Background: an optimization exercise with open tools, aiming at small area and a short achievable clock period. Do not read the settings as production practice.
Where RTL was checked, it was by simulation tests only, not by an equivalence proof against the original.
The RTL of runs 1 to 3 was laid out without a check of its function.
The flow treats the clock pin as an ideal source. Dropping or thinning the clock tree relies on that and would not hold on a real chip.
Power figures rest on the tool's default switching activity, not on a simulated workload.

## design/flow/config.mk

```make
export PLATFORM = sky130hd
export DESIGN_NAME = ADDER_TREE
export DESIGN_NICKNAME = ADDER_TREE
export VERILOG_FILES = /design/flow/design.v
export SDC_FILE = /design/flow/constraint.sdc
export NUM_CORES = 4
export LEC_CHECK = 0
export CAP_MARGIN = 20
export CORE_MARGIN = 2
export CORE_UTILIZATION = 80
export SETUP_SLACK_MARGIN = 2.35
export SLEW_MARGIN = 20
```

## design/flow/constraint.sdc

```tcl
create_clock -name core_clock -period 4.0 [get_ports {clk}]
set_input_delay 0.8000 -clock core_clock [delete_from_list [all_inputs] [get_ports {clk}]]
set_output_delay 0.8000 -clock core_clock [all_outputs]
set_load 0.01 [all_outputs]
```

## design/flow/design.v

```verilog
module ADDER_TREE #(parameter DATA_IN_WIDTH = 8, DATA_OUT_WIDTH = 16)
  (clk, rst_n, ena, data_in1, data_in2, data_out, done, pipe);
  input clk, rst_n, ena;
  input [DATA_IN_WIDTH - 1:0] data_in1, data_in2;
  output [DATA_OUT_WIDTH:0] data_out;
  output done;
  output [6:0] pipe;
  reg        done;
  reg [6:0]  pipe;
  reg [7:0] a1, b1;
  always @(posedge clk)
    if (ena) begin
      a1 <= data_in1;
      b1 <= data_in2;
    end
  wire hs1 = (a1[2] & b1[0]) ^ (a1[1] & b1[1]);
  wire hc2 = (a1[2] & b1[0]) & (a1[1] & b1[1]);
  wire fs3 = (a1[3] & b1[0]) ^ (a1[2] & b1[1]) ^ (a1[1] & b1[2]);
  wire fc4 = ((a1[3] & b1[0]) & (a1[2] & b1[1])) | ((a1[3] & b1[0]) & (a1[1] & b1[2])) | ((a1[2] & b1[1]) & (a1[1] & b1[2]));
  wire fs5 = (a1[4] & b1[0]) ^ (a1[3] & b1[1]) ^ (a1[2] & b1[2]);
  wire fc6 = ((a1[4] & b1[0]) & (a1[3] & b1[1])) | ((a1[4] & b1[0]) & (a1[2] & b1[2])) | ((a1[3] & b1[1]) & (a1[2] & b1[2]));
  wire fs7 = (a1[5] & b1[0]) ^ (a1[4] & b1[1]) ^ (a1[3] & b1[2]);
  wire fc8 = ((a1[5] & b1[0]) & (a1[4] & b1[1])) | ((a1[5] & b1[0]) & (a1[3] & b1[2])) | ((a1[4] & b1[1]) & (a1[3] & b1[2]));
  wire fs9 = (a1[6] & b1[0]) ^ (a1[5] & b1[1]) ^ (a1[4] & b1[2]);
  wire fc10 = ((a1[6] & b1[0]) & (a1[5] & b1[1])) | ((a1[6] & b1[0]) & (a1[4] & b1[2])) | ((a1[5] & b1[1]) & (a1[4] & b1[2]));
  wire fs11 = (a1[7] & b1[0]) ^ (a1[6] & b1[1]) ^ (a1[5] & b1[2]);
  wire fc12 = ((a1[7] & b1[0]) & (a1[6] & b1[1])) | ((a1[7] & b1[0]) & (a1[5] & b1[2])) | ((a1[6] & b1[1]) & (a1[5] & b1[2]));
  wire fs13 = ~(a1[7] & b1[0]) ^ ~(a1[7] & b1[1]) ^ (a1[6] & b1[2]);
  wire fc14 = (~(a1[7] & b1[0]) & ~(a1[7] & b1[1])) | (~(a1[7] & b1[0]) & (a1[6] & b1[2])) | (~(a1[7] & b1[1]) & (a1[6] & b1[2]));
  reg [18:0] t2;
  reg [7:0] a2;
  reg [7:3] b2;
  always @(posedge clk) begin
    t2[0] <= (a1[0] & b1[0]);    
    t2[1] <= (a1[1] & b1[0]);    
    t2[2] <= (a1[0] & b1[1]);    
    t2[3] <= hs1;    
    t2[4] <= (a1[0] & b1[2]);    
    t2[5] <= hc2;    
    t2[6] <= fs3;    
    t2[7] <= fc4;    
    t2[8] <= fs5;    
    t2[9] <= fc6;    
    t2[10] <= fs7;    
    t2[11] <= fc8;    
    t2[12] <= fs9;    
    t2[13] <= fc10;    
    t2[14] <= fs11;    
    t2[15] <= fc12;    
    t2[16] <= fs13;    
    t2[17] <= fc14;    
    t2[18] <= ~(a1[7] & b1[2]);    
    a2 <= a1;
    b2 <= b1[7:3];
  end
  wire [3:0] sum15 = {1'b0, t2[3], t2[1], t2[0]} + {1'b0, t2[4], t2[2], 1'b0} + 1'b0;
  wire hs16 = t2[7] ^ t2[8];
  wire hc17 = t2[7] & t2[8];
  wire fs18 = t2[9] ^ t2[10] ^ (a2[2] & b2[3]);
  wire fc19 = (t2[9] & t2[10]) | (t2[9] & (a2[2] & b2[3])) | (t2[10] & (a2[2] & b2[3]));
  wire fs20 = t2[11] ^ t2[12] ^ (a2[3] & b2[3]);
  wire fc21 = (t2[11] & t2[12]) | (t2[11] & (a2[3] & b2[3])) | (t2[12] & (a2[3] & b2[3]));
  wire fs22 = t2[13] ^ t2[14] ^ (a2[4] & b2[3]);
  wire fc23 = (t2[13] & t2[14]) | (t2[13] & (a2[4] & b2[3])) | (t2[14] & (a2[4] & b2[3]));
  wire fs24 = t2[15] ^ t2[16] ^ (a2[5] & b2[3]);
  wire fc25 = (t2[15] & t2[16]) | (t2[15] & (a2[5] & b2[3])) | (t2[16] & (a2[5] & b2[3]));
  wire fs26 = t2[17] ^ t2[18] ^ (a2[6] & b2[3]);
  wire fc27 = (t2[17] & t2[18]) | (t2[17] & (a2[6] & b2[3])) | (t2[18] & (a2[6] & b2[3]));
  wire hs28 = t2[5] ^ t2[6];
  wire hc29 = t2[5] & t2[6];
  wire fs30 = hs16 ^ (a2[1] & b2[3]) ^ (a2[0] & b2[4]);
  wire fc31 = (hs16 & (a2[1] & b2[3])) | (hs16 & (a2[0] & b2[4])) | ((a2[1] & b2[3]) & (a2[0] & b2[4]));
  wire fs32 = hc17 ^ fs18 ^ (a2[1] & b2[4]);
  wire fc33 = (hc17 & fs18) | (hc17 & (a2[1] & b2[4])) | (fs18 & (a2[1] & b2[4]));
  wire fs34 = fc19 ^ fs20 ^ (a2[2] & b2[4]);
  wire fc35 = (fc19 & fs20) | (fc19 & (a2[2] & b2[4])) | (fs20 & (a2[2] & b2[4]));
  wire fs36 = fc21 ^ fs22 ^ (a2[3] & b2[4]);
  wire fc37 = (fc21 & fs22) | (fc21 & (a2[3] & b2[4])) | (fs22 & (a2[3] & b2[4]));
  wire fs38 = fc23 ^ fs24 ^ (a2[4] & b2[4]);
  wire fc39 = (fc23 & fs24) | (fc23 & (a2[4] & b2[4])) | (fs24 & (a2[4] & b2[4]));
  wire fs40 = fc25 ^ fs26 ^ (a2[5] & b2[4]);
  wire fc41 = (fc25 & fs26) | (fc25 & (a2[5] & b2[4])) | (fs26 & (a2[5] & b2[4]));
  wire fs42 = fc27 ^ ~(a2[7] & b2[3]) ^ (a2[6] & b2[4]);
  wire fc43 = (fc27 & ~(a2[7] & b2[3])) | (fc27 & (a2[6] & b2[4])) | (~(a2[7] & b2[3]) & (a2[6] & b2[4]));
  reg [20:0] t3;
  reg cy3;
  reg [7:0] a3;
  reg [7:5] b3;
  always @(posedge clk) begin
    t3[0] <= sum15[0];    
    t3[1] <= sum15[1];    
    t3[2] <= sum15[2];    
    t3[3] <= hs28;    
    t3[4] <= (a2[0] & b2[3]);    
    t3[5] <= hc29;    
    t3[6] <= fs30;    
    t3[7] <= fc31;    
    t3[8] <= fs32;    
    t3[9] <= fc33;    
    t3[10] <= fs34;    
    t3[11] <= fc35;    
    t3[12] <= fs36;    
    t3[13] <= fc37;    
    t3[14] <= fs38;    
    t3[15] <= fc39;    
    t3[16] <= fs40;    
    t3[17] <= fc41;    
    t3[18] <= fs42;    
    t3[19] <= fc43;    
    t3[20] <= ~(a2[7] & b2[4]);    
    cy3 <= sum15[3];    
    a3 <= a2;
    b3 <= b2[7:5];
  end
  wire [2:0] sum44 = {1'b0, t3[5], t3[3]} + {1'b0, t3[6], t3[4]} + cy3;
  wire hs45 = t3[9] ^ t3[10];
  wire hc46 = t3[9] & t3[10];
  wire fs47 = t3[11] ^ t3[12] ^ (a3[2] & b3[5]);
  wire fc48 = (t3[11] & t3[12]) | (t3[11] & (a3[2] & b3[5])) | (t3[12] & (a3[2] & b3[5]));
  wire fs49 = t3[13] ^ t3[14] ^ (a3[3] & b3[5]);
  wire fc50 = (t3[13] & t3[14]) | (t3[13] & (a3[3] & b3[5])) | (t3[14] & (a3[3] & b3[5]));
  wire fs51 = t3[15] ^ t3[16] ^ (a3[4] & b3[5]);
  wire fc52 = (t3[15] & t3[16]) | (t3[15] & (a3[4] & b3[5])) | (t3[16] & (a3[4] & b3[5]));
  wire fs53 = t3[17] ^ t3[18] ^ (a3[5] & b3[5]);
  wire fc54 = (t3[17] & t3[18]) | (t3[17] & (a3[5] & b3[5])) | (t3[18] & (a3[5] & b3[5]));
  wire fs55 = t3[19] ^ t3[20] ^ (a3[6] & b3[5]);
  wire fc56 = (t3[19] & t3[20]) | (t3[19] & (a3[6] & b3[5])) | (t3[20] & (a3[6] & b3[5]));
  wire hs57 = t3[7] ^ t3[8];
  wire hc58 = t3[7] & t3[8];
  wire fs59 = hs45 ^ (a3[1] & b3[5]) ^ (a3[0] & b3[6]);
  wire fc60 = (hs45 & (a3[1] & b3[5])) | (hs45 & (a3[0] & b3[6])) | ((a3[1] & b3[5]) & (a3[0] & b3[6]));
  wire fs61 = hc46 ^ fs47 ^ (a3[1] & b3[6]);
  wire fc62 = (hc46 & fs47) | (hc46 & (a3[1] & b3[6])) | (fs47 & (a3[1] & b3[6]));
  wire fs63 = fc48 ^ fs49 ^ (a3[2] & b3[6]);
  wire fc64 = (fc48 & fs49) | (fc48 & (a3[2] & b3[6])) | (fs49 & (a3[2] & b3[6]));
  wire fs65 = fc50 ^ fs51 ^ (a3[3] & b3[6]);
  wire fc66 = (fc50 & fs51) | (fc50 & (a3[3] & b3[6])) | (fs51 & (a3[3] & b3[6]));
  wire fs67 = fc52 ^ fs53 ^ (a3[4] & b3[6]);
  wire fc68 = (fc52 & fs53) | (fc52 & (a3[4] & b3[6])) | (fs53 & (a3[4] & b3[6]));
  wire fs69 = fc54 ^ fs55 ^ (a3[5] & b3[6]);
  wire fc70 = (fc54 & fs55) | (fc54 & (a3[5] & b3[6])) | (fs55 & (a3[5] & b3[6]));
  wire fs71 = fc56 ^ ~(a3[7] & b3[5]) ^ (a3[6] & b3[6]);
  wire fc72 = (fc56 & ~(a3[7] & b3[5])) | (fc56 & (a3[6] & b3[6])) | (~(a3[7] & b3[5]) & (a3[6] & b3[6]));
  reg [22:0] t4;
  reg cy4;
  reg [7:0] a4;
  reg [7:7] b4;
  always @(posedge clk) begin
    t4[0] <= t3[0];    
    t4[1] <= t3[1];    
    t4[2] <= t3[2];    
    t4[3] <= sum44[0];    
    t4[4] <= sum44[1];    
    t4[5] <= hs57;    
    t4[6] <= (a3[0] & b3[5]);    
    t4[7] <= hc58;    
    t4[8] <= fs59;    
    t4[9] <= fc60;    
    t4[10] <= fs61;    
    t4[11] <= fc62;    
    t4[12] <= fs63;    
    t4[13] <= fc64;    
    t4[14] <= fs65;    
    t4[15] <= fc66;    
    t4[16] <= fs67;    
    t4[17] <= fc68;    
    t4[18] <= fs69;    
    t4[19] <= fc70;    
    t4[20] <= fs71;    
    t4[21] <= fc72;    
    t4[22] <= ~(a3[7] & b3[6]);    
    cy4 <= sum44[2];    
    a4 <= a3;
    b4 <= b3[7:7];
  end
  wire [2:0] sum73 = {1'b0, t4[7], t4[5]} + {1'b0, t4[8], t4[6]} + cy4;
  wire hs74 = t4[9] ^ t4[10];
  wire hc75 = t4[9] & t4[10];
  wire fs76 = t4[11] ^ t4[12] ^ (a4[1] & b4[7]);
  wire fc77 = (t4[11] & t4[12]) | (t4[11] & (a4[1] & b4[7])) | (t4[12] & (a4[1] & b4[7]));
  wire fs78 = t4[13] ^ t4[14] ^ (a4[2] & b4[7]);
  wire fc79 = (t4[13] & t4[14]) | (t4[13] & (a4[2] & b4[7])) | (t4[14] & (a4[2] & b4[7]));
  wire fs80 = t4[15] ^ t4[16] ^ (a4[3] & b4[7]);
  wire fc81 = (t4[15] & t4[16]) | (t4[15] & (a4[3] & b4[7])) | (t4[16] & (a4[3] & b4[7]));
  wire fs82 = t4[17] ^ t4[18] ^ (a4[4] & b4[7]);
  wire fc83 = (t4[17] & t4[18]) | (t4[17] & (a4[4] & b4[7])) | (t4[18] & (a4[4] & b4[7]));
  wire fs84 = t4[19] ^ t4[20] ^ (a4[5] & b4[7]);
  wire fc85 = (t4[19] & t4[20]) | (t4[19] & (a4[5] & b4[7])) | (t4[20] & (a4[5] & b4[7]));
  wire fs86 = t4[21] ^ t4[22] ^ (a4[6] & b4[7]);
  wire fc87 = (t4[21] & t4[22]) | (t4[21] & (a4[6] & b4[7])) | (t4[22] & (a4[6] & b4[7]));
  reg [22:0] t5;
  reg cy5;
  always @(posedge clk) begin
    t5[0] <= t4[0];    
    t5[1] <= t4[1];    
    t5[2] <= t4[2];    
    t5[3] <= t4[3];    
    t5[4] <= t4[4];    
    t5[5] <= sum73[0];    
    t5[6] <= sum73[1];    
    t5[7] <= hs74;    
    t5[8] <= (a4[0] & b4[7]);    
    t5[9] <= hc75;    
    t5[10] <= fs76;    
    t5[11] <= fc77;    
    t5[12] <= fs78;    
    t5[13] <= fc79;    
    t5[14] <= fs80;    
    t5[15] <= fc81;    
    t5[16] <= fs82;    
    t5[17] <= fc83;    
    t5[18] <= fs84;    
    t5[19] <= fc85;    
    t5[20] <= fs86;    
    t5[21] <= fc87;    
    t5[22] <= ~(a4[7] & b4[7]);    
    cy5 <= sum73[2];    
  end
  wire [5:0] sum88 = {1'b0, t5[15], t5[13], t5[11], t5[9], t5[7]} + {1'b0, t5[16], t5[14], t5[12], t5[10], t5[8]} + cy5;
  reg [17:0] t6;
  reg cy6;
  always @(posedge clk) begin
    t6[0] <= t5[0];    
    t6[1] <= t5[1];    
    t6[2] <= t5[2];    
    t6[3] <= t5[3];    
    t6[4] <= t5[4];    
    t6[5] <= t5[5];    
    t6[6] <= t5[6];    
    t6[7] <= sum88[0];    
    t6[8] <= sum88[1];    
    t6[9] <= sum88[2];    
    t6[10] <= sum88[3];    
    t6[11] <= sum88[4];    
    t6[12] <= t5[17];    
    t6[13] <= t5[18];    
    t6[14] <= t5[19];    
    t6[15] <= t5[20];    
    t6[16] <= t5[21];    
    t6[17] <= t5[22];    
    cy6 <= sum88[5];    
  end
  wire [3:0] sum89 = {1'b0, t6[16], t6[14], t6[12]} + {1'b0, t6[17], t6[15], t6[13]} + cy6;
  reg [15:0] t7;
  always @(posedge clk) begin
    t7[0] <= t6[0];    
    t7[1] <= t6[1];    
    t7[2] <= t6[2];    
    t7[3] <= t6[3];    
    t7[4] <= t6[4];    
    t7[5] <= t6[5];    
    t7[6] <= t6[6];    
    t7[7] <= t6[7];    
    t7[8] <= t6[8];    
    t7[9] <= t6[9];    
    t7[10] <= t6[10];    
    t7[11] <= t6[11];    
    t7[12] <= sum89[0];    
    t7[13] <= sum89[1];    
    t7[14] <= sum89[2];    
    t7[15] <= sum89[3];    
  end
  wire [15:0] prod = {t7[15], t7[14], t7[13], t7[12], t7[11], t7[10], t7[9], t7[8], t7[7], t7[6], t7[5], t7[4], t7[3], t7[2], t7[1], t7[0]} ^ 16'h8000;
  reg [15:0] p8;
  always @(posedge clk or negedge rst_n) begin
    if (!rst_n) begin
      pipe <= 7'b0;
      done <= 1'b0;
      p8   <= 16'b0;
    end else begin
      pipe <= {pipe[5:0], pipe[0] | ena};
      done <= pipe[6];
      p8   <= prod & {16{pipe[6]}};
    end
  end
  assign data_out = {p8[15], p8};
endmodule
```

## design/flow/flow/run.sh

```bash
#!/bin/bash
# The standard layout (standard.sh) with these changes to how it is made:
# - plain buffers on the ports instead of the delay cells buffer_ports picks
#   by default;
# - after clock tree synthesis, flow/clock_tree.tcl replaces the clock tree
#   with a balanced two-level tree: four root buffers fed by the clock port,
#   each driving the leaf buffers of one region; every register sees one root
#   and one leaf buffer.
set -euo pipefail
export BUFFER_PORTS_ARGS="-buffer_cell sky130_fd_sc_hd__buf_1"
export CTS_ARGS="-sink_clustering_enable -repair_clock_nets -dont_use_dummy_load -buf_list {sky130_fd_sc_hd__clkbuf_8}"
export POST_CTS_TCL="$PWD/flow/clock_tree.tcl"
export CLOCK_TREE_ROOTS=4
export CLOCK_TREE_LEAVES=12
export CLOCK_TREE_ROOT_CELL=sky130_fd_sc_hd__clkbuf_8
export CLOCK_TREE_LEAF_CELL=sky130_fd_sc_hd__clkbuf_8
bash standard.sh > standard_make.log 2>&1
```

## design/flow/flow/clock_tree.tcl

```tcl
set nroot 4
set nleaf 8
set rootmaster sky130_fd_sc_hd__clkbuf_8
set leafmaster sky130_fd_sc_hd__clkbuf_16
foreach {v e} {nroot CLOCK_TREE_ROOTS nleaf CLOCK_TREE_LEAVES rootmaster CLOCK_TREE_ROOT_CELL leafmaster CLOCK_TREE_LEAF_CELL} {
  if {[info exists ::env($e)]} { set $v $::env($e) }
}

set block [ord::get_db_block]
set db [ord::get_db]
set port_net [$block findNet clk]

# walk the clock network from the port: buffers/inverters of the tree, sinks
set tree_insts {}
set tree_nets {}
set sinks {}
set todo [list $port_net]
while {[llength $todo]} {
  set net [lindex $todo 0]
  set todo [lrange $todo 1 end]
  foreach it [$net getITerms] {
    if {![$it isInputSignal]} { continue }
    set inst [$it getInst]
    set m [[$inst getMaster] getName]
    if {[string match "*clkbuf*" $m] || [string match "*clkinv*" $m] || [string match "sky130_fd_sc_hd__buf_*" $m] || [string match "*clkdlybuf*" $m] || [string match "*bufinv*" $m]} {
      lappend tree_insts $inst
      foreach ot [$inst getITerms] {
        if {[$ot isOutputSignal] && [$ot getNet] ne "NULL"} {
          lappend todo [$ot getNet]
          lappend tree_nets [$ot getNet]
        }
      }
    } else {
      lappend sinks $it
    }
  }
}
puts "clock_tree: [llength $tree_insts] tree cells, [llength $sinks] sinks"

# disconnect sinks, delete old tree
foreach it $sinks { $it disconnect }
foreach inst $tree_insts { odb::dbInst_destroy $inst }
foreach net $tree_nets { odb::dbNet_destroy $net }

# group sinks by location: recursive bisection along the longer side
proc sink_xy {it} {
  set inst [$it getInst]
  set b [$inst getBBox]
  return [list [expr {([$b xMin] + [$b xMax]) / 2}] [expr {([$b yMin] + [$b yMax]) / 2}]]
}
proc bisect {items n} {
  if {$n <= 1 || [llength $items] < 2} { return [list $items] }
  set xs {}; set ys {}
  foreach it $items { lassign [sink_xy $it] x y; lappend xs $x; lappend ys $y }
  set xs [lsort -integer $xs]; set ys [lsort -integer $ys]
  set dx [expr {[lindex $xs end] - [lindex $xs 0]}]
  set dy [expr {[lindex $ys end] - [lindex $ys 0]}]
  set axis [expr {$dx >= $dy ? 0 : 1}]
  set keyed {}
  foreach it $items { lappend keyed [list [lindex [sink_xy $it] $axis] $it] }
  set keyed [lsort -integer -index 0 $keyed]
  set n1 [expr {$n / 2}]
  set cut [expr {[llength $keyed] * $n1 / $n}]
  set a {}; set b {}
  set i 0
  foreach k $keyed { if {$i < $cut} { lappend a [lindex $k 1] } else { lappend b [lindex $k 1] }; incr i }
  return [concat [bisect $a $n1] [bisect $b [expr {$n - $n1}]]]
}
proc new_buffer {block master name in_net loads x y} {
  set net [odb::dbNet_create $block "${name}_net"]
  $net setSigType CLOCK
  set inst [odb::dbInst_create $block $master $name]
  $inst setSourceType TIMING
  $inst setLocation $x $y
  $inst setPlacementStatus PLACED
  [$inst findITerm A] connect $in_net
  [$inst findITerm X] connect $net
  foreach it $loads { $it connect $net }
  return $inst
}
proc centroid {items} {
  set sx 0; set sy 0
  foreach it $items { lassign [sink_xy $it] x y; incr sx $x; incr sy $y }
  return [list [expr {$sx / [llength $items]}] [expr {$sy / [llength $items]}]]
}
proc bisect_groups {groups n} {
  if {$n <= 1 || [llength $groups] < 2} { return [list $groups] }
  set xs {}; set ys {}
  foreach g $groups { lassign [centroid $g] x y; lappend xs $x; lappend ys $y }
  set xs [lsort -integer $xs]; set ys [lsort -integer $ys]
  set axis [expr {([lindex $xs end] - [lindex $xs 0]) >= ([lindex $ys end] - [lindex $ys 0]) ? 0 : 1}]
  set keyed {}
  foreach g $groups { lappend keyed [list [lindex [centroid $g] $axis] $g] }
  set keyed [lsort -integer -index 0 $keyed]
  set n1 [expr {$n / 2}]
  set cut [expr {[llength $keyed] * $n1 / $n}]
  set a {}; set b {}
  set i 0
  foreach k $keyed { if {$i < $cut} { lappend a [lindex $k 1] } else { lappend b [lindex $k 1] }; incr i }
  return [concat [bisect_groups $a $n1] [bisect_groups $b [expr {$n - $n1}]]]
}
set groups [bisect $sinks $nleaf]
if {$nroot == 0} {
  # one level: the port drives the leaf buffers directly
  set lmaster [$db findMaster $leafmaster]
  set l 0
  foreach g $groups {
    lassign [centroid $g] cx cy
    new_buffer $block $lmaster "clkbuf_leaf$l" $port_net $g $cx $cy
    puts "clock_tree: leaf $l drives [llength $g] sinks at ($cx, $cy)"
    incr l
  }
  set rootgroups {}
} else {
set rootgroups [bisect_groups $groups $nroot]
set rmaster [$db findMaster $rootmaster]
set lmaster [$db findMaster $leafmaster]
set r 0
set l 0
foreach rg $rootgroups {
  set all {}
  foreach g $rg { set all [concat $all $g] }
  lassign [centroid $all] rx ry
  set rnet [odb::dbNet_create $block "clknet_root$r"]
  $rnet setSigType CLOCK
  set rinst [odb::dbInst_create $block $rmaster "clkbuf_root$r"]
  $rinst setSourceType TIMING
  $rinst setLocation $rx $ry
  $rinst setPlacementStatus PLACED
  [$rinst findITerm A] connect $port_net
  [$rinst findITerm X] connect $rnet
  foreach g $rg {
    lassign [centroid $g] cx cy
    new_buffer $block $lmaster "clkbuf_leaf$l" $rnet $g $cx $cy
    puts "clock_tree: root $r leaf $l drives [llength $g] sinks at ($cx, $cy)"
    incr l
  }
  incr r
}
}
$port_net setSigType CLOCK
detailed_placement
check_placement
estimate_parasitics -placement
```

## design/flow/standard.sh

```bash
#!/bin/bash
# synth_recipe.tcl (not shown) runs the flow's synth.tcl, then flattens the netlist and writes it again
# the make line also repeats each setting of config.mk as NAME=value (left out here)
make -C /OpenROAD-flow-scripts/flow DESIGN_CONFIG=/design/flow/config.mk WORK_HOME=/design/flow/orfs CLKGATE_MAP_FILE= SYNTH_SCRIPT=/design/flow/synth_recipe.tcl "${@:-finish}"
```

==> results.sh, run 1 <==
export IMPL_io_buffers=43
export IMPL_design_area_um2=6720
export IMPL_setup_violations=0
export IMPL_async_flop_share_pct=12.2
export IMPL_critPathTopFamily="flip-flops"
export IMPL_max_cap_violations=0
export IMPL_slew_violations=0
export IMPL_die_x_um=91.2
export IMPL_rsz0062_at_grt="yes"
export IMPL_syn_avg_cell_area_um2=14.9
export IMPL_wl_per_cell_um=21.1
export IMPL_syn2layout_area_growth_pct=10.5
export IMPL_synth_seq_cells=197
export IMPL_grt_pass1_vias=3557
export IMPL_grtUsageTotal_pct=31.2
export IMPL_antenna_cells=0
export IMPL_ant_nets=0
export IMPL_clkTransAtPathRegs_ns=0.10
export IMPL_ys_types=21
export IMPL_post_route_period_util_pct=42.1
export IMPL_start_kind="flip-flop"
export IMPL_utilization_pct=92.1
export IMPL_die_y_um=91.2
export IMPL_grt_pass1_wl_mm=18.7
export IMPL_synth_main_ff_cell="dfxtp_1"
export IMPL_crit_arrival_ns=0.88
export IMPL_synth_edf_count=16
export IMPL_path_buf_inv=1
export IMPL_p_per_area_nw_per_um2=701
export IMPL_ys_warn_count=1
export IMPL_synth_top_family_by_area="adder cells"
export IMPL_status="timing/DRC/antenna clean"
export IMPL_final_nets=557
export IMPL_viasPerCell=5.29
export IMPL_core_area_um2=7290
export IMPL_antenna_found_initial=0
export IMPL_fin_crit_ns=1.68
export IMPL_drt_pass1_iter_count=4
export IMPL_io_pins=44
export IMPL_synth_xor_area_share_pct=0.576
export IMPL_setup_tns_ns=0
export IMPL_power_w=0.00471
export IMPL_wl_mm=12.2
export IMPL_clock_sinks=197
export IMPL_yosysSeqAreaShare_pct=69.5
export IMPL_slew_headroom_pct=41.0
export IMPL_fmax_mhz=594
export IMPL_syn_inst=409
export IMPL_synthesis_area_um2=6080
export IMPL_cp_end_kind="primary output"
export IMPL_cp_data_required_time_ns=3.20
export IMPL_crit_chain="buf_6"
export IMPL_worstMarginPinSlew_ns=0.884
export IMPL_synth_compound_area_share_pct=0.741
export IMPL_grt_max_degree=25
export IMPL_synth_fa_ha_area_share_pct=17.5
export IMPL_dieArea_um2=8320
export IMPL_synthMuxAreaShare_pct=0
export IMPL_filler_cell_count=230
export IMPL_crit_type="reg2out"
export IMPL_clk_latency_ns=0.30
export IMPL_yosys_area_share_simple_pct=8.21
export IMPL_initial_utilization_pct=83.4
export IMPL_power_leakage_nw=2.96
export IMPL_fin_cells=577
export IMPL_place_area_um2=6360
export IMPL_drt_initial_drc_count=113
export IMPL_fin_worst_skew_ns=0.0159
export IMPL_overflow=0
export IMPL_drive_above_1_share_pct=10.7
export IMPL_syn_nets=486
export IMPL_dp_hpwl_mm=5.72
export IMPL_slowest_delay_ns=0.45
export IMPL_route_detailed_drc=0
export IMPL_rows=31
export IMPL_hp_class="reg2reg"
export IMPL_place_inst=550
export IMPL_cp_slowest_cell="dfrtp_2"
export IMPL_place_gp_congestion=0.721
export IMPL_hold_viol=0
export IMPL_via_count=3050
export IMPL_critical_path_max_fanout=2
export IMPL_max_vdd_ir_drop_uv=408
[cells in the mapped netlist, types with 2 or more instances]
master / count / area share (%)
fa_1: 45 / 15
dfrtp_1: 24 / 9.9
and2_1: 63 / 6.5
nand2_1: 16 / 0.99
dfxtp_1: 157 / 52
inv_1: 54 / 3.3
xor2_1: 2 / 0.29
a21oi_1: 2 / 0.16
o21ai_0: 2 / 0.16
nor2b_1: 2 / 0.21
xnor2_1: 2 / 0.29
edfxtp_1: 16 / 7.9
nor2_1: 2 / 0.12
nand2b_1: 2 / 0.21
ha_1: 13 / 2.7
or2_2: 2 / 0.21
[final timing paths]
check / slack, ns / start / depth (start not counted) / end
min in group asynchronous: 0.48 / rst_n / 2 / p8[1]
worst min register to register: 0.32 / t4[0] / 0 / t5[0]
max in group asynchronous: 3.25 / rst_n / 2 / pipe[6]
worst max-delay path: 2.32 / pipe[6] / 1 / pipe[6]
worst min-delay path: 0.32 / t4[0] / 0 / t5[0]
worst max register to register: 2.34 / b3[5] / 3 / t4[16]
[sequential cells by signal (all words and copies together) (netlist names)]
signal  cells
t7         16
t2         19
a4          8
a3          8
done        1
a1          8
t5         23
cy3         1
b2          5
b3          3
a2          8
cy5         1
pipe        7
cy4         1
t4         23
t6         18
p8         16
b4          1
b1          8
cy6         1
t3         21
[power breakdown]
group          total, W  leakage (nW)  internal (W)  switching, W
Clock          0.000900         0.115      0.000364      0.000536
Sequential      0.00278          1.73       0.00254      0.000238
Combinational   0.00104          1.11      0.000439      0.000596
Total           0.00471          2.96       0.00334       0.00137
[stage by stage]
stage               setup slack [ns]  hold WS (ns)
global route                    2.30         0.332
finish                          2.32         0.315
detailed placement              2.20         0.312
floorplan                       2.49         0.310
global placement                2.22         0.310
[cells by family (layout without fill, tap and decap cells)]
| logic type | after synthesis | in the layout |
|---|---|---|
| AND/OR/NAND/NOR | 87 | 87 |
| buffers and inverters | 56 | 125 |
| flip-flops | 197 | 197 |
| adder cells (fa/ha/maj) | 58 | 58 |
| XOR/XNOR | 4 | 4 |
| AO/OA/AOI/OAI | 7 | 7 |
[routing by layer]
metal,wire length (um),share of wire (%),GRT usage [%],up-vias
li1,-,-,-,1358
met2,6770,55,60.6,114
met4,659,5.4,15.8,0
met3,517,4.2,5.39,51
met5,0,0,0,-
met1,4250,35,31.5,1527
[layout make-up, clock buffers not listed]
cell class                 instances  area [um^2]  share of cell area (%)
tap                               99          124                    1.84
sequential                       197         4230                    63.0
multi-input combinational        156         1660                    24.7
timing repair buffer              55          278                    4.13
inverter                          54          203                    3.02
[cells in the final DEF, fill, tap and decap left out]
cell / count
dfxtp_1: 155
and2_1: 58
inv_1: 50
fa_1: 43
buf_1: 37
dfrtp_1: 23
nand2_1: 16
edfxtp_1: 16
clkbuf_8: 16
ha_1: 13
buf_4: 12
and2_4: 5
inv_2: 4
buf_6: 3
xnor2_1: 2
nand2b_1: 2
nor2_1: 2
a21oi_1: 2
xor2_1: 2
nor2b_1: 2
o21ai_0: 2
or2_2: 2
fa_2: 2
dfxtp_4: 2
clkbuf_2: 2
a21o_1: 1
a21oi_2: 1
o22a_1: 1
buf_2: 1
dfrtp_2: 1
==> inputs of run 2 (changes only) <==
--- a/design/flow/design.v
+++ b/design/flow/design.v
@@ -218,5 +218,4 @@
   end
-  wire [5:0] sum88 = {1'b0, t5[15], t5[13], t5[11], t5[9], t5[7]} + {1'b0, t5[16], t5[14], t5[12], t5[10], t5[8]} + cy5;
-  reg [17:0] t6;
-  reg cy6;
+  wire [8:0] sum88 = {1'b0, t5[21], t5[19], t5[17], t5[15], t5[13], t5[11], t5[9], t5[7]} + {1'b0, t5[22], t5[20], t5[18], t5[16], t5[14], t5[12], t5[10], t5[8]} + cy5;
+  reg [15:0] t6;
   always @(posedge clk) begin
@@ -234,41 +233,25 @@
     t6[11] <= sum88[4];    
-    t6[12] <= t5[17];    
-    t6[13] <= t5[18];    
-    t6[14] <= t5[19];    
-    t6[15] <= t5[20];    
-    t6[16] <= t5[21];    
-    t6[17] <= t5[22];    
-    cy6 <= sum88[5];    
-  end
-  wire [3:0] sum89 = {1'b0, t6[16], t6[14], t6[12]} + {1'b0, t6[17], t6[15], t6[13]} + cy6;
-  reg [15:0] t7;
-  always @(posedge clk) begin
-    t7[0] <= t6[0];    
-    t7[1] <= t6[1];    
-    t7[2] <= t6[2];    
-    t7[3] <= t6[3];    
-    t7[4] <= t6[4];    
-    t7[5] <= t6[5];    
-    t7[6] <= t6[6];    
-    t7[7] <= t6[7];    
-    t7[8] <= t6[8];    
-    t7[9] <= t6[9];    
-    t7[10] <= t6[10];    
-    t7[11] <= t6[11];    
-    t7[12] <= sum89[0];    
-    t7[13] <= sum89[1];    
-    t7[14] <= sum89[2];    
-    t7[15] <= sum89[3];    
-  end
-  wire [15:0] prod = {t7[15], t7[14], t7[13], t7[12], t7[11], t7[10], t7[9], t7[8], t7[7], t7[6], t7[5], t7[4], t7[3], t7[2], t7[1], t7[0]} ^ 16'h8000;
+    t6[12] <= sum88[5];    
+    t6[13] <= sum88[6];    
+    t6[14] <= sum88[7];    
+    t6[15] <= sum88[8];    
+  end
+  wire [15:0] prod = {t6[15], t6[14], t6[13], t6[12], t6[11], t6[10], t6[9], t6[8], t6[7], t6[6], t6[5], t6[4], t6[3], t6[2], t6[1], t6[0]} ^ 16'h8000;
+  reg [15:0] x7;
+  always @(posedge clk) x7 <= prod;
   reg [15:0] p8;
+  reg        pipe0, valid;
   always @(posedge clk or negedge rst_n) begin
     if (!rst_n) begin
-      pipe <= 7'b0;
-      done <= 1'b0;
-      p8   <= 16'b0;
+      pipe  <= 7'b0;
+      pipe0 <= 1'b0;
+      valid <= 1'b0;
+      done  <= 1'b0;
+      p8    <= 16'b0;
     end else begin
-      pipe <= {pipe[5:0], pipe[0] | ena};
-      done <= pipe[6];
-      p8   <= prod & {16{pipe[6]}};
+      pipe  <= {pipe[5:1], pipe0, pipe0 | ena};
+      if (ena) pipe0 <= 1'b1;
+      valid <= valid | pipe[5];
+      done  <= valid;
+      p8    <= x7 & {16{valid}};
     end
--- a/design/flow/flow/run.sh
+++ b/design/flow/flow/run.sh
@@ -13,5 +13,5 @@
 export CLOCK_TREE_ROOTS=4
-export CLOCK_TREE_LEAVES=12
+export CLOCK_TREE_LEAVES=8
 export CLOCK_TREE_ROOT_CELL=sky130_fd_sc_hd__clkbuf_8
-export CLOCK_TREE_LEAF_CELL=sky130_fd_sc_hd__clkbuf_8
+export CLOCK_TREE_LEAF_CELL=sky130_fd_sc_hd__clkbuf_16
 bash standard.sh > standard_make.log 2>&1
--- a/design/flow/config.mk
+++ b/design/flow/config.mk
@@ -9,3 +9,3 @@
 export CORE_MARGIN = 2
-export CORE_UTILIZATION = 80
+export CORE_UTILIZATION = 88
 export SETUP_SLACK_MARGIN = 2.35
==> run 2 against run 1 <==
Compared with the run above: the flow now stops in 4_1_cts; synthesized cell count is 3.4% higher; area after synthesis grew 0.58%.
==> results.sh, run 2 <==
export IMPL_status="did not finish"
export IMPL_haltStage="4_1_cts"
export IMPL_error="[ERROR DPL-0033] detailed placement checks failed during check placement."
export IMPL_synth_seq_cells=196
export IMPL_netlist_top_cells_area="dfxtp_1 50%, fa_1 14%, dfrtp_1 11%"
export IMPL_io_buffers=43
export IMPL_yosys_area_top_type="dfxtp_1"
export IMPL_die_y_um=87.4
export IMPL_synth_main_ff_cell="dfxtp_1"
export IMPL_preCtsSetupSlack_ns=2.13
export IMPL_yosysTopAreaCellShare_pct=50.4
export IMPL_syn_avg_cell_area_um2=14.5
export IMPL_rows=30
export IMPL_yosysSeqAreaShare_pct=68.9
export IMPL_dp_hpwl_mm=8.97
export IMPL_ys_warn_count=1
export IMPL_synth_edf_count=16
export IMPL_synth_most_common_cell="dfxtp_1"
export IMPL_initial_utilization_pct=90.5
export IMPL_synthesis_area_um2=6120
export IMPL_io_pins=44
export IMPL_synth_commonest_cells="154 x dfxtp_1, 56 x inv_1, 52 x and2_1, 43 x fa_1, 30 x nand2_1"
export IMPL_async_flop_share_pct=13.3
export IMPL_place_gp_congestion=0.737
export IMPL_syn_inst=423
export IMPL_clock_sinks=196
export IMPL_die_x_um=87.4
export IMPL_ys_types=30
export IMPL_syn_nets=499
[run 2: worst min-delay path by stage]
| stage | end | slack [ns] | cells after the start |
|---|---|---|---|
| after floorplan | b3[5] | 0.31 | 0 |
| after global placement | x7[9] | 0.31 | 0 |
| after detailed placement | b3[7] | 0.31 | 0 |
[run 2: kinds of logic after synthesis]
kind of cell | synth area share, %
DFF | 68.9
buffers and inverters | 3.68
xor gates and xnor gates | 0.573
AOI/OAI and AO/OA | 1.68
and+or+nand+nor | 8.24
adders and majority gates | 16.9
[run 2: power groups by stage]
stage	Sequential (W)	Combinational (W)	Clock [W]
2_1_floorplan	0.00273	0.000662	0
3_3_place_gp	0.00272	0.000839	0
3_5_place_dp	0.00278	0.00110	0
[run 2: metrics by stage]
step	cell area, um^2	instances	total power, W	util (%)	hold WS [ns]
global placement	6380	545	0.00356	94.4	0.310
detailed placement	6380	545	0.00388	94.4	0.312
floorplan	6120	423	0.00340	-	0.310
==> inputs of run 3 (changes only) <==
--- a/design/flow/config.mk
+++ b/design/flow/config.mk
@@ -9,3 +9,3 @@
 export CORE_MARGIN = 2
-export CORE_UTILIZATION = 88
+export CORE_UTILIZATION = 80
 export SETUP_SLACK_MARGIN = 2.35
==> run 3 against run 2 <==
Compared with the run above: the run now finishes clean; area after synthesis unchanged; synthesized cell count unchanged.
==> results.sh, run 3 <==
export IMPL_start_kind="flip-flop"
export IMPL_max_cap_violations=0
export IMPL_dieArea_um2=8360
export IMPL_rows=31
export IMPL_yosysSeqAreaShare_pct=68.9
export IMPL_final_nets=561
export IMPL_critical_path_max_fanout=2
export IMPL_r2r_start="t5[7]"
export IMPL_die_x_um=91.4
export IMPL_rsz0062_at_grt="yes"
export IMPL_die_y_um=91.4
export IMPL_route_detailed_drc=0
export IMPL_place_gp_congestion=0.745
export IMPL_grt_max_degree=27
export IMPL_fin_ws_ns=2.23
export IMPL_cp_end_kind="flip-flop"
export IMPL_syn_inst=423
export IMPL_grt_pass1_wl_mm=19.4
export IMPL_drt_pass1_iter_count=4
export IMPL_syn2layout_area_growth_pct=10.3
export IMPL_dp_hpwl_mm=6.19
export IMPL_synth_commonest_cells="154 x dfxtp_1, 56 x inv_1, 52 x and2_1, 43 x fa_1, 30 x nand2_1"
export IMPL_power_leakage_nw=2.97
export IMPL_synth_most_common_cell="dfxtp_1"
export IMPL_hold_viol=0
export IMPL_wl_mm=13.0
export IMPL_io_buffers=43
export IMPL_crit_type="reg2reg"
export IMPL_hp_class="reg2reg"
export IMPL_top_regs="t4 x23, t5 x23, t3 x21"
export IMPL_crit_arrival_ns=2.00
export IMPL_async_flop_share_pct=13.3
export IMPL_synth_main_ff_cell="dfxtp_1"
export IMPL_synth_compound_area_share_pct=1.68
export IMPL_synthMuxAreaShare_pct=0
export IMPL_io_pins=44
export IMPL_critPathLaunch="t5[7]"
export IMPL_setup_tns_ns=0
export IMPL_clock_sinks=196
export IMPL_worstMarginPinSlew_ns=0.860
export IMPL_hp_start="t6[3]"
export IMPL_fmax_mhz=564
export IMPL_viasPerCell=5.56
export IMPL_ys_warn_count=1
export IMPL_p_per_area_nw_per_um2=739
export IMPL_drt_initial_drc_count=138
export IMPL_wl_per_cell_um=22.3
export IMPL_synth_xor_area_share_pct=0.573
export IMPL_multi_input_area_um2=1710
export IMPL_synthesis_area_um2=6120
export IMPL_yosys_area_top_type="dfxtp_1"
export IMPL_post_route_period_util_pct=44.3
export IMPL_ys_types=30
export IMPL_antenna_cells=0
export IMPL_ant_nets=0
export IMPL_slew_violations=0
export IMPL_setup_violations=0
export IMPL_synth_fa_ha_area_share_pct=16.9
export IMPL_final_cell_mix="149 x dfxtp_1, 56 x inv_1, 51 x and2_1, 41 x fa_1, 38 x buf_1"
export IMPL_status="timing/DRC/antenna clean"
export IMPL_antenna_found_initial=0
export IMPL_syn_avg_cell_area_um2=14.5
export IMPL_netlist_top_cells_area="dfxtp_1 50%, fa_1 14%, dfrtp_1 11%"
export IMPL_drive_above_1_share_pct=8.90
export IMPL_synth_edf_count=16
export IMPL_yosysTopAreaCellShare_pct=50.4
export IMPL_synth_top_family_by_area="adder cells"
export IMPL_slew_headroom_pct=42.7
export IMPL_core_area_um2=7330
export IMPL_cp_data_required_time_ns=4.22
export IMPL_max_vdd_ir_drop_uv=427
export IMPL_grt_pass1_vias=3706
export IMPL_preCtsSetupSlack_ns=2.18
export IMPL_fin_crit_ns=1.77
export IMPL_fin_worst_skew_ns=0.0121
export IMPL_overflow=0
export IMPL_filler_cell_count=238
export IMPL_grtUsageTotal_pct=32.3
export IMPL_syn_nets=499
export IMPL_initial_utilization_pct=83.4
export IMPL_seq_area_um2=4230
export IMPL_yosys_area_share_simple_pct=8.24
export IMPL_clkTransAtPathRegs_ns=0.10
export IMPL_via_count=3237
export IMPL_synth_seq_cells=196
export IMPL_layout_cells_most_common="dfxtp_1"
export IMPL_clk_latency_ns=0.30
## run 3: cell counts after synthesis
No cell type changed its count.
## run 3: path summary, 6_finish.rpt
path                                 to  slack [ns]  cells past startpoint
worst max-delay path             t6[13]        2.23                      5
worst min-delay path              x7[3]        0.32                      0
worst max register to register   t6[13]        2.23                      5
worst min register to register    x7[3]        0.32                      0
max in group asynchronous       pipe[1]        3.24                      2
min in group asynchronous       pipe[3]        0.50                      2
## run 3: layout make-up, clock buffers not listed
type	instances	area share [%]
Sequential cell	196	62.6
Multi-Input combinational cell	168	25.3
Timing Repair Buffer	50	3.26
Inverter	57	3.17
Tap cell	99	1.84
## run 3: logic make-up after synthesis
kind of cell / count (synthesis)
flip-flops: 196
XOR/XNOR: 4
buffers and inverters: 59
AO/OA/AOI/OAI: 14
AND/OR/NAND/NOR: 93
adder cells (fa/ha/maj): 57
## run 3: per-stage QoR
stage	util, %	cell area [um^2]	instances	total power (W)	hold slack, ns
detailed placement	87.3	6400	564	0.00371	0.312
global route	92.1	6750	582	0.00517	0.341
finish	92.1	6750	582	0.00498	0.323
floorplan	-	6120	423	0.00340	0.310
global placement	87.3	6400	564	0.00356	0.310
## run 3: routing by layer
layer  track usage (%)  share of wire (%)  up-vias
li1                  -                  -     1401
met1              32.8                 33     1598
met4              18.3                6.7        0
met5                 0                  0        -
met2              60.9                 55      174
met3              6.14                4.8       64
## run 3: report_power, final
group,internal (W),total (W),switching (W)
clock network,0.000453,0.000989,0.000537
logic,0.000492,0.00122,0.000727
registers,0.00253,0.00278,0.000246
total,0.00347,0.00498,0.00151
## run 3: critical path: stages, from the launching register on
cell and delay, ns:
dfxtp_2 0.35, fa_2 0.43, fa_2 0.40, a21oi_4 0.19
o21a_1 0.20, xnor2_1 0.14
==> inputs of run 4 (changes only) <==
--- a/design/flow/design.v
+++ b/design/flow/design.v
@@ -145,4 +145,3 @@
   reg cy4;
-  reg [7:0] a4;
-  reg [7:7] b4;
+  reg [7:0] r4;
   always @(posedge clk) begin
@@ -172,4 +171,10 @@
     cy4 <= sum44[2];    
-    a4 <= a3;
-    b4 <= b3[7:7];
+    r4[0] <= (a3[0] & b3[7]);    
+    r4[1] <= (a3[1] & b3[7]);    
+    r4[2] <= (a3[2] & b3[7]);    
+    r4[3] <= (a3[3] & b3[7]);    
+    r4[4] <= (a3[4] & b3[7]);    
+    r4[5] <= (a3[5] & b3[7]);    
+    r4[6] <= (a3[6] & b3[7]);    
+    r4[7] <= ~(a3[7] & b3[7]);    
   end
@@ -178,14 +183,14 @@
   wire hc75 = t4[9] & t4[10];
-  wire fs76 = t4[11] ^ t4[12] ^ (a4[1] & b4[7]);
-  wire fc77 = (t4[11] & t4[12]) | (t4[11] & (a4[1] & b4[7])) | (t4[12] & (a4[1] & b4[7]));
-  wire fs78 = t4[13] ^ t4[14] ^ (a4[2] & b4[7]);
-  wire fc79 = (t4[13] & t4[14]) | (t4[13] & (a4[2] & b4[7])) | (t4[14] & (a4[2] & b4[7]));
-  wire fs80 = t4[15] ^ t4[16] ^ (a4[3] & b4[7]);
-  wire fc81 = (t4[15] & t4[16]) | (t4[15] & (a4[3] & b4[7])) | (t4[16] & (a4[3] & b4[7]));
-  wire fs82 = t4[17] ^ t4[18] ^ (a4[4] & b4[7]);
-  wire fc83 = (t4[17] & t4[18]) | (t4[17] & (a4[4] & b4[7])) | (t4[18] & (a4[4] & b4[7]));
-  wire fs84 = t4[19] ^ t4[20] ^ (a4[5] & b4[7]);
-  wire fc85 = (t4[19] & t4[20]) | (t4[19] & (a4[5] & b4[7])) | (t4[20] & (a4[5] & b4[7]));
-  wire fs86 = t4[21] ^ t4[22] ^ (a4[6] & b4[7]);
-  wire fc87 = (t4[21] & t4[22]) | (t4[21] & (a4[6] & b4[7])) | (t4[22] & (a4[6] & b4[7]));
+  wire fs76 = t4[11] ^ t4[12] ^ r4[1];
+  wire fc77 = (t4[11] & t4[12]) | (t4[11] & r4[1]) | (t4[12] & r4[1]);
+  wire fs78 = t4[13] ^ t4[14] ^ r4[2];
+  wire fc79 = (t4[13] & t4[14]) | (t4[13] & r4[2]) | (t4[14] & r4[2]);
+  wire fs80 = t4[15] ^ t4[16] ^ r4[3];
+  wire fc81 = (t4[15] & t4[16]) | (t4[15] & r4[3]) | (t4[16] & r4[3]);
+  wire fs82 = t4[17] ^ t4[18] ^ r4[4];
+  wire fc83 = (t4[17] & t4[18]) | (t4[17] & r4[4]) | (t4[18] & r4[4]);
+  wire fs84 = t4[19] ^ t4[20] ^ r4[5];
+  wire fc85 = (t4[19] & t4[20]) | (t4[19] & r4[5]) | (t4[20] & r4[5]);
+  wire fs86 = t4[21] ^ t4[22] ^ r4[6];
+  wire fc87 = (t4[21] & t4[22]) | (t4[21] & r4[6]) | (t4[22] & r4[6]);
   reg [22:0] t5;
@@ -201,3 +206,3 @@
     t5[7] <= hs74;    
-    t5[8] <= (a4[0] & b4[7]);    
+    t5[8] <= r4[0];    
     t5[9] <= hc75;    
@@ -215,7 +220,8 @@
     t5[21] <= fc87;    
-    t5[22] <= ~(a4[7] & b4[7]);    
+    t5[22] <= r4[7];    
     cy5 <= sum73[2];    
   end
-  wire [8:0] sum88 = {1'b0, t5[21], t5[19], t5[17], t5[15], t5[13], t5[11], t5[9], t5[7]} + {1'b0, t5[22], t5[20], t5[18], t5[16], t5[14], t5[12], t5[10], t5[8]} + cy5;
-  reg [15:0] t6;
+  wire [5:0] sum88 = {1'b0, t5[15], t5[13], t5[11], t5[9], t5[7]} + {1'b0, t5[16], t5[14], t5[12], t5[10], t5[8]} + cy5;
+  reg [17:0] t6;
+  reg cy6;
   always @(posedge clk) begin
@@ -233,10 +239,31 @@
     t6[11] <= sum88[4];    
-    t6[12] <= sum88[5];    
-    t6[13] <= sum88[6];    
-    t6[14] <= sum88[7];    
-    t6[15] <= sum88[8];    
-  end
-  wire [15:0] prod = {t6[15], t6[14], t6[13], t6[12], t6[11], t6[10], t6[9], t6[8], t6[7], t6[6], t6[5], t6[4], t6[3], t6[2], t6[1], t6[0]} ^ 16'h8000;
-  reg [15:0] x7;
-  always @(posedge clk) x7 <= prod;
+    t6[12] <= t5[17];    
+    t6[13] <= t5[18];    
+    t6[14] <= t5[19];    
+    t6[15] <= t5[20];    
+    t6[16] <= t5[21];    
+    t6[17] <= t5[22];    
+    cy6 <= sum88[5];    
+  end
+  wire [3:0] sum89 = {1'b0, t6[16], t6[14], t6[12]} + {1'b0, t6[17], t6[15], t6[13]} + cy6;
+  reg [15:0] t7;
+  always @(posedge clk) begin
+    t7[0] <= t6[0];    
+    t7[1] <= t6[1];    
+    t7[2] <= t6[2];    
+    t7[3] <= t6[3];    
+    t7[4] <= t6[4];    
+    t7[5] <= t6[5];    
+    t7[6] <= t6[6];    
+    t7[7] <= t6[7];    
+    t7[8] <= t6[8];    
+    t7[9] <= t6[9];    
+    t7[10] <= t6[10];    
+    t7[11] <= t6[11];    
+    t7[12] <= sum89[0];    
+    t7[13] <= sum89[1];    
+    t7[14] <= sum89[2];    
+    t7[15] <= sum89[3];    
+  end
+  wire [15:0] prod = {t7[15], t7[14], t7[13], t7[12], t7[11], t7[10], t7[9], t7[8], t7[7], t7[6], t7[5], t7[4], t7[3], t7[2], t7[1], t7[0]} ^ 16'h8000;
   reg [15:0] p8;
@@ -255,3 +282,3 @@
       done  <= valid;
-      p8    <= x7 & {16{valid}};
+      p8    <= prod & {16{valid}};
     end
--- a/design/flow/flow/run.sh
+++ b/design/flow/flow/run.sh
@@ -13,5 +13,5 @@
 export CLOCK_TREE_ROOTS=4
-export CLOCK_TREE_LEAVES=8
+export CLOCK_TREE_LEAVES=12
 export CLOCK_TREE_ROOT_CELL=sky130_fd_sc_hd__clkbuf_8
-export CLOCK_TREE_LEAF_CELL=sky130_fd_sc_hd__clkbuf_16
+export CLOCK_TREE_LEAF_CELL=sky130_fd_sc_hd__clkbuf_8
 bash standard.sh > standard_make.log 2>&1
==> run 4 against run 3 <==
Compared with the run above: power down 12%; sequential power about the same; flip-flop and latch count increased by 2; largest cell class unchanged; worst setup slack better by 0.13 ns; still clean on timing, DRC and antenna; critical endpoint is now t4[10].
==> results.sh, run 4 <==
export IMPL_syn_inst=377
export IMPL_initial_utilization_pct=82.9
export IMPL_synth_most_common_cell="dfxtp_1"
export IMPL_yosys_area_top_type="dfxtp_1"
export IMPL_ys_types=21
export IMPL_grtUsageTotal_pct=23.3
export IMPL_setup_tns_ns=0
export IMPL_grt_pass1_vias=3039
export IMPL_overflow=0
export IMPL_reg2regPathDepth=3
export IMPL_power_leakage_nw=2.78
export IMPL_synth_commonest_cells="156 x dfxtp_1, 69 x and2_1, 45 x fa_1, 26 x dfrtp_1, 22 x inv_1"
export IMPL_syn_nets=454
export IMPL_clock_sinks=198
export IMPL_cp_data_required_time_ns=4.16
export IMPL_p_per_area_nw_per_um2=672
export IMPL_syn2layout_area_growth_pct=9.14
export IMPL_fin_worst_skew_ns=0.0111
export IMPL_drive_above_1_share_pct=7.74
export IMPL_synth_edf_count=16
export IMPL_top_regs="t4 x23, t5 x23, t3 x21"
export IMPL_viasPerCell=5.02
export IMPL_crit_type="reg2reg"
export IMPL_core_area_um2=7250
export IMPL_netlist_top_cells_area="dfxtp_1 52%, fa_1 15%, dfrtp_1 11%"
export IMPL_utilization_pct=90.4
export IMPL_ant_nets=0
export IMPL_synthesis_area_um2=6010
export IMPL_wl_mm=8.52
export IMPL_place_area_um2=6290
export IMPL_filler_cell_count=257
export IMPL_syn_avg_cell_area_um2=15.9
export IMPL_hold_viol=0
export IMPL_r2r_start="b3[5]"
export IMPL_dp_hpwl_mm=5.41
export IMPL_crit_arrival_ns=1.81
export IMPL_crit_path_frequent_cell="fa_1"
export IMPL_ys_warn_count=1
export IMPL_antenna_found_initial=0
export IMPL_place_gp_congestion=0.694
export IMPL_fmax_mhz=609
export IMPL_status="timing/DRC/antenna clean"
export IMPL_async_flop_share_pct=13.1
export IMPL_synth_seq_cells=198
export IMPL_min_to="t6[13]"
export IMPL_post_route_period_util_pct=41.1
export IMPL_final_cell_mix="154 x dfxtp_1, 68 x and2_1, 43 x fa_1, 40 x buf_1, 26 x dfrtp_1"
export IMPL_hp_class="reg2reg"
export IMPL_yosysTopAreaCellShare_pct=52.0
export IMPL_slew_headroom_pct=43.5
export IMPL_max_vdd_ir_drop_uv=405
export IMPL_drt_initial_drc_count=50
export IMPL_die_x_um=90.7
export IMPL_wl_per_cell_um=15.8
export IMPL_cp_end_kind="flip-flop"
export IMPL_final_nets=518
export IMPL_dieArea_um2=8220
export IMPL_critPathTopFamily="adder cells"
export IMPL_drt_pass1_iter_count=4
export IMPL_rows=31
export IMPL_setup_violations=0
export IMPL_slowest_delay_ns=0.54
export IMPL_hp_start="t5[18]"
export IMPL_via_count=2701
export IMPL_clk_latency_ns=0.29
export IMPL_critical_path_max_fanout=8
export IMPL_io_pins=44
export IMPL_synth_main_ff_cell="dfxtp_1"
export IMPL_rsz0062_at_grt="yes"
export IMPL_whs_path_depth=0
export IMPL_design_area_um2=6560
export IMPL_slew_violations=0
export IMPL_layout_cells_most_common="dfxtp_1"
export IMPL_start_kind="flip-flop"
export IMPL_worstMarginPinSlew_ns=0.848
export IMPL_path_buf_inv=0
export IMPL_r2r_end="t4[10]"
export IMPL_io_buffers=43
export IMPL_die_y_um=90.7
export IMPL_antenna_cells=0
export IMPL_cp_slowest_cell="fa_1"
export IMPL_yosysSeqAreaShare_pct=70.8
export IMPL_crit_chain="and2_1 > fa_1 > fa_1"
export IMPL_grt_max_degree=27
export IMPL_grt_pass1_wl_mm=14.6
export IMPL_route_detailed_drc=0
export IMPL_r2r_slack_ns=2.36
export IMPL_clkTransAtPathRegs_ns=0.10
export IMPL_max_cap_violations=0
export IMPL_fin_crit_ns=1.64
-- run 4: area by class of cell, clock buffers not listed --
class / instances / area [um^2] / share of cell area [%]
Sequential cell: 198 / 4260 / 65.0
Multi-Input combinational cell: 155 / 1670 / 25.4
Timing Repair Buffer: 48 / 203 / 3.09
Tap cell: 99 / 124 / 1.89
Inverter: 22 / 82.6 / 1.26
-- run 4: stage by stage --
stage | setup slack (ns) | total power [W] | instances | hold slack, ns
after global placement | 2.20 | 0.00343 | 518 | 0.310
after detailed placement | 2.19 | 0.00354 | 518 | 0.312
after floorplan | 2.37 | 0.00327 | 377 | 0.310
after global routing | 2.32 | 0.00467 | 538 | 0.334
final | 2.36 | 0.00441 | 538 | 0.330
-- run 4: per-layer routing --
layer | global-route usage, % | vias up | share of wire, %
li1 | - | 1276 | -
met1 | 25.5 | 1329 | 38
met2 | 43.2 | 70 | 54
met3 | 4.17 | 26 | 3.6
met4 | 12.1 | 0 | 4.1
met5 | 0 | - | 0
-- run 4: kinds of logic (layout without fill, tap and decap cells) --
logic type	after synthesis	in the layout	share of synthesized area [%]
DFF	198	198	70.8
and+or+nand+nor	85	85	8.35
buffers and inverters	24	86	1.58
adders and majority gates	58	58	17.7
AOI/OAI and AO/OA	8	8	1.02
xor gates and xnor gates	4	4	0.583
-- run 4: worst reg2reg max path: stages (launching register included) --
cell	delay, ns
dfxtp_4	0.38
and2_1	0.16
fa_1	0.54
fa_1	0.44
-- run 4: report_power, final --
part | switching [W] | internal [W]
Combinational | 0.000411 | 0.000365
Clock | 0.000513 | 0.000364
Sequential | 0.000208 | 0.00255
Total | 0.00113 | 0.00327
-- run 4: how the worst max path moves through the flow --
stage           from  endpoint  depth (start not counted)
6_report       b3[5]    t4[10]                          3
5_1_grt        t5[7]    t6[11]                          5
2_1_floorplan  t5[7]    t6[11]                          5
3_5_place_dp     ena     b1[1]                          1
3_3_place_gp     ena     a1[1]                          1
==> inputs of run 5 (changes only) <==
--- a/design/flow/config.mk
+++ b/design/flow/config.mk
@@ -9,4 +9,4 @@
 export CORE_MARGIN = 2
-export CORE_UTILIZATION = 80
-export SETUP_SLACK_MARGIN = 2.35
+export CORE_UTILIZATION = 76
+export SETUP_SLACK_MARGIN = 2.4
 export SLEW_MARGIN = 20
==> run 5 against run 4 <==
Compared with the run above: register-to-register slack improved by 0.02 ns; via count decreased by 0.96%; flip-flop and latch count unchanged; utilization fell by 4.1 points; sequential power is essentially flat; largest power group unchanged; highest routed layer unchanged.
==> results.sh, run 5 <==
export IMPL_whs_path_depth=0
export IMPL_io_buffers=43
export IMPL_synth_most_common_cell="dfxtp_1"
export IMPL_drt_initial_drc_count=43
export IMPL_hold_viol=0
export IMPL_rows=32
export IMPL_viasPerCell=4.90
export IMPL_overflow=0
export IMPL_final_cell_mix="152 x dfxtp_1, 63 x and2_1, 43 x fa_1, 26 x dfrtp_1, 24 x buf_1"
export IMPL_yosysSeqAreaShare_pct=70.8
export IMPL_yosysTopAreaCellShare_pct=52.0
export IMPL_grt_pass1_vias=2922
export IMPL_cp_depth=1
export IMPL_worstMarginPinSlew_ns=0.819
export IMPL_slew_violations=0
export IMPL_synth_xor_area_share_pct=0.583
export IMPL_initial_utilization_pct=78.2
export IMPL_grtUsageTotal_pct=21.3
export IMPL_ys_warn_count=1
export IMPL_syn_inst=377
export IMPL_critical_path_max_fanout=1
export IMPL_hp_class="reg2reg"
export IMPL_slew_headroom_pct=45.4
export IMPL_synthMuxAreaShare_pct=0
export IMPL_top_regs="t4 x23, t5 x23, t3 x21"
export IMPL_place_gp_congestion=0.722
export IMPL_yosys_area_top_type="dfxtp_1"
export IMPL_grt_pass1_wl_mm=13.8
export IMPL_netlist_top_cells_area="dfxtp_1 52%, fa_1 15%, dfrtp_1 11%"
export IMPL_syn_nets=454
export IMPL_crit_chain="clkbuf_2"
export IMPL_critPathTopFamily="flip-flops"
export IMPL_max_vdd_ir_drop_uv=361
export IMPL_ys_types=21
export IMPL_path_buf_inv=1
export IMPL_cp_data_required_time_ns=3.20
export IMPL_synth_fa_ha_area_share_pct=17.7
export IMPL_layout_cells_most_common="dfxtp_1"
export IMPL_clock_sinks=198
export IMPL_core_area_um2=7690
export IMPL_clkTransAtPathRegs_ns=0.09
export IMPL_drive_above_1_share_pct=14.0
export IMPL_slowest_delay_ns=0.43
export IMPL_dieArea_um2=8640
export IMPL_die_y_um=92.9
export IMPL_syn2layout_area_growth_pct=10.4
export IMPL_synthesis_area_um2=6010
export IMPL_status="timing/DRC/antenna clean"
export IMPL_fin_crit_ns=1.67
export IMPL_start_kind="flip-flop"
export IMPL_synth_main_ff_cell="dfxtp_1"
export IMPL_clk_latency_ns=0.29
export IMPL_antenna_cells=0
export IMPL_dp_hpwl_mm=5.21
export IMPL_die_x_um=92.9
export IMPL_reg2regPathDepth=5
export IMPL_setup_violations=0
export IMPL_holdWs_ns=0.323
export IMPL_p_per_area_nw_per_um2=670
export IMPL_post_route_period_util_pct=41.8
export IMPL_route_detailed_drc=0
export IMPL_wl_per_cell_um=15.2
export IMPL_fmax_mhz=598
export IMPL_synth_top_family_by_area="adder cells"
export IMPL_antenna_found_initial=0
export IMPL_synth_edf_count=16
export IMPL_power_leakage_nw=2.86
export IMPL_synth_compound_area_share_pct=1.02
export IMPL_io_pins=44
export IMPL_final_nets=523
export IMPL_via_count=2675
export IMPL_synth_commonest_cells="156 x dfxtp_1, 69 x and2_1, 45 x fa_1, 26 x dfrtp_1, 22 x inv_1"
export IMPL_crit_type="reg2out"
export IMPL_ant_nets=0
export IMPL_drt_pass1_iter_count=4
export IMPL_async_flop_share_pct=13.1
export IMPL_fin_worst_skew_ns=0.0121
export IMPL_wl_mm=8.32
export IMPL_rsz0062_at_grt="yes"
export IMPL_synth_seq_cells=198
export IMPL_grt_max_degree=27
export IMPL_cp_slowest_cell="dfrtp_1"
export IMPL_max_cap_violations=0
export IMPL_cp_end_kind="primary output"
export IMPL_crit_arrival_ns=0.87
export IMPL_syn_avg_cell_area_um2=15.9
export IMPL_setup_tns_ns=0
export IMPL_yosys_area_share_simple_pct=8.35
==> run 5: cell counts after synthesis <==
No cell type changed its count.
==> run 5: path summary, 6_finish.rpt <==
kind | to | startpoint | slack [ns]
max | pipe[0] | pipe[0] | 2.33
max in group asynchronous | p8[13] | rst_n | 3.25
max reg2reg | t6[11] | t5[7] | 2.38
min | b3[5] | b2[5] | 0.32
min in group asynchronous | p8[0] | rst_n | 0.49
min reg2reg | b3[5] | b2[5] | 0.32
==> run 5: kinds of logic (layout without fill, tap and decap cells) <==
family,after synthesis,count (layout)
AO/OA/AOI/OAI,8,8
XOR/XNOR,4,4
adder cells (fa/ha/maj),58,58
buffers and inverters,24,91
flip-flops,198,198
AND/OR/NAND/NOR,85,85
==> run 5: report_power, final <==
part           internal, W  leakage (nW)  switching (W)
Combinational     0.000402          1.00       0.000408
Clock             0.000364         0.115       0.000517
Sequential         0.00255          1.74       0.000206
Total              0.00331          2.86        0.00113
==> run 5: stage by stage <==
step	area (um^2)	total power (W)	utilization, %	cells	setup WS (ns)
finish	6640	0.00444	86.3	546	2.33
global route	6640	0.00472	86.3	546	2.30
detailed placement	6300	0.00353	81.9	521	2.18
global placement	6300	0.00343	81.9	521	2.21
floorplan	6010	0.00327	-	377	2.42
==> run 5: cell type report, clock buffers not listed <==
| cell class | instances | area, um^2 |
|---|---|---|
| sequential | 198 | 4260 |
| multi-input combinational | 155 | 1680 |
| fill | 335 | 1050 |
| timing repair buffer | 53 | 260 |
| tap | 102 | 128 |
| inverter | 22 | 82.6 |
==> run 5: routing by layer <==
| metal | vias to the layer above | GRT usage, % | share of wire (%) |
|---|---|---|---|
| met5 | - | 0 | 0 |
| met4 | 0 | 7.97 | 2.5 |
| met3 | 20 | 3.91 | 3.6 |
| met2 | 73 | 38.6 | 53 |
| met1 | 1295 | 25.5 | 41 |
| li1 | 1287 | - | - |
==> inputs of run 6 (changes only) <==
--- a/design/flow/config.mk
+++ b/design/flow/config.mk
@@ -9,3 +9,3 @@
 export CORE_MARGIN = 2
-export CORE_UTILIZATION = 76
+export CORE_UTILIZATION = 84
 export SETUP_SLACK_MARGIN = 2.4
==> run 6 against run 5 <==
Compared with the run above: the run now fails in 5_1_grt; synthesized cell count unchanged; area after synthesis unchanged.
==> results.sh, run 6 <==
export IMPL_yosys_area_top_type="dfxtp_1"
export IMPL_ys_warn_count=1
export IMPL_place_gp_congestion=0.716
export IMPL_place_area_um2=6290
export IMPL_error="[ERROR DPL-0033] detailed placement checks failed during check placement."
export IMPL_crit_endpoint="t6[11]$_DFF_P_/D"
export IMPL_io_pins=44
export IMPL_synth_most_common_cell="dfxtp_1"
export IMPL_haltStage="5_1_grt"
export IMPL_grt_max_degree=27
export IMPL_syn_inst=377
export IMPL_syn_avg_cell_area_um2=15.9
export IMPL_synth_edf_count=16
export IMPL_synth_seq_cells=198
export IMPL_antenna_found_initial=1
export IMPL_die_y_um=88.6
export IMPL_netlist_top_cells_area="dfxtp_1 52%, fa_1 15%, dfrtp_1 11%"
export IMPL_status="did not finish"
export IMPL_synth_main_ff_cell="dfxtp_1"
export IMPL_synthesis_area_um2=6010
export IMPL_synth_commonest_cells="156 x dfxtp_1, 69 x and2_1, 45 x fa_1, 26 x dfrtp_1, 22 x inv_1"
export IMPL_async_flop_share_pct=13.1
export IMPL_worstEpCategory="register data pin"
export IMPL_dp_hpwl_mm=7.10
export IMPL_clock_sinks=198
export IMPL_die_x_um=88.6
export IMPL_syn_nets=454
export IMPL_ys_types=21
export IMPL_rows=30
export IMPL_initial_utilization_pct=87.5
export IMPL_io_buffers=43
export IMPL_yosysSeqAreaShare_pct=70.8
export IMPL_yosysTopAreaCellShare_pct=52.0
run 6: cells by family after synthesis:
kind of cell               count (synthesis)  share of synthesized area (%)
and+or+nand+nor                           85                           8.35
DFF                                      198                           70.8
buffers and inverters                     24                           1.58
adders and majority gates                 58                           17.7
xor gates and xnor gates                   4                          0.583
AOI/OAI and AO/OA                          8                           1.02
run 6: worst max-delay path by stage:
stage | end | slack [ns] | startpoint | cells past startpoint
detailed placement | b1[1] | 2.18 | ena | 1
global placement | a1[1] | 2.21 | ena | 1
floorplan | t6[11] | 2.42 | t5[7] | 5
run 6: stage by stage:
step                      std cells  setup slack [ns]  utilization (%)  hold WS, ns
after global placement          515              2.21             91.6        0.310
after detailed placement        515              2.18             91.6        0.312
after floorplan                 377              2.42                -        0.310
run 6: power by group through the flow:
stage          Combinational [W]  Clock, W  Sequential (W)
3_3_place_gp            0.000669         0         0.00276
2_1_floorplan           0.000497         0         0.00277
3_5_place_dp            0.000836         0         0.00282

what the ideal ports hide:
The flow's constraints put no driver on any port. The routed layouts listed below were extracted and timed again, unchanged, in two steps.
Step 1: set_driving_cell puts a clkbuf_16 on clk and a buf_2 on each other input, an assumption about the parent block.
Step 2 times the ports against the registers' clock, not the clock port: input delays grow and output delays shrink by t, the midpoint of the rising clock arrivals with the driver on.
Slacks: no drivers / after step 1 / after step 2; pairs: no drivers / after step 1.
| run | t, ns | slack for setup (ns) | hold slack, ns | slew at the worst register clock pin (ns) | cell pins on the clock port's net |
|---|---|---|---|---|---|
| run 1 | 0.355 | 2.315 / 2.250 / 2.157 | 0.315 / 0.315 / 0.315 | 0.10 / 0.10 | 4 |
| run 3 | 0.353 | 2.227 / 2.227 / 2.174 | 0.323 / 0.323 / 0.323 | 0.10 / 0.10 | 4 |
| run 4 | 0.352 | 2.357 / 2.305 / 2.184 | 0.330 / 0.330 / 0.330 | 0.10 / 0.10 | 4 |
| run 5 | 0.349 | 2.329 / 2.267 / 2.208 | 0.323 / 0.323 / 0.323 | 0.10 / 0.10 | 4 |
After both steps every run listed still meets setup and hold. For run 4, which loses most, drivers alone change the setup slack by -0.052 ns; drivers and shift together by -0.173 ns.
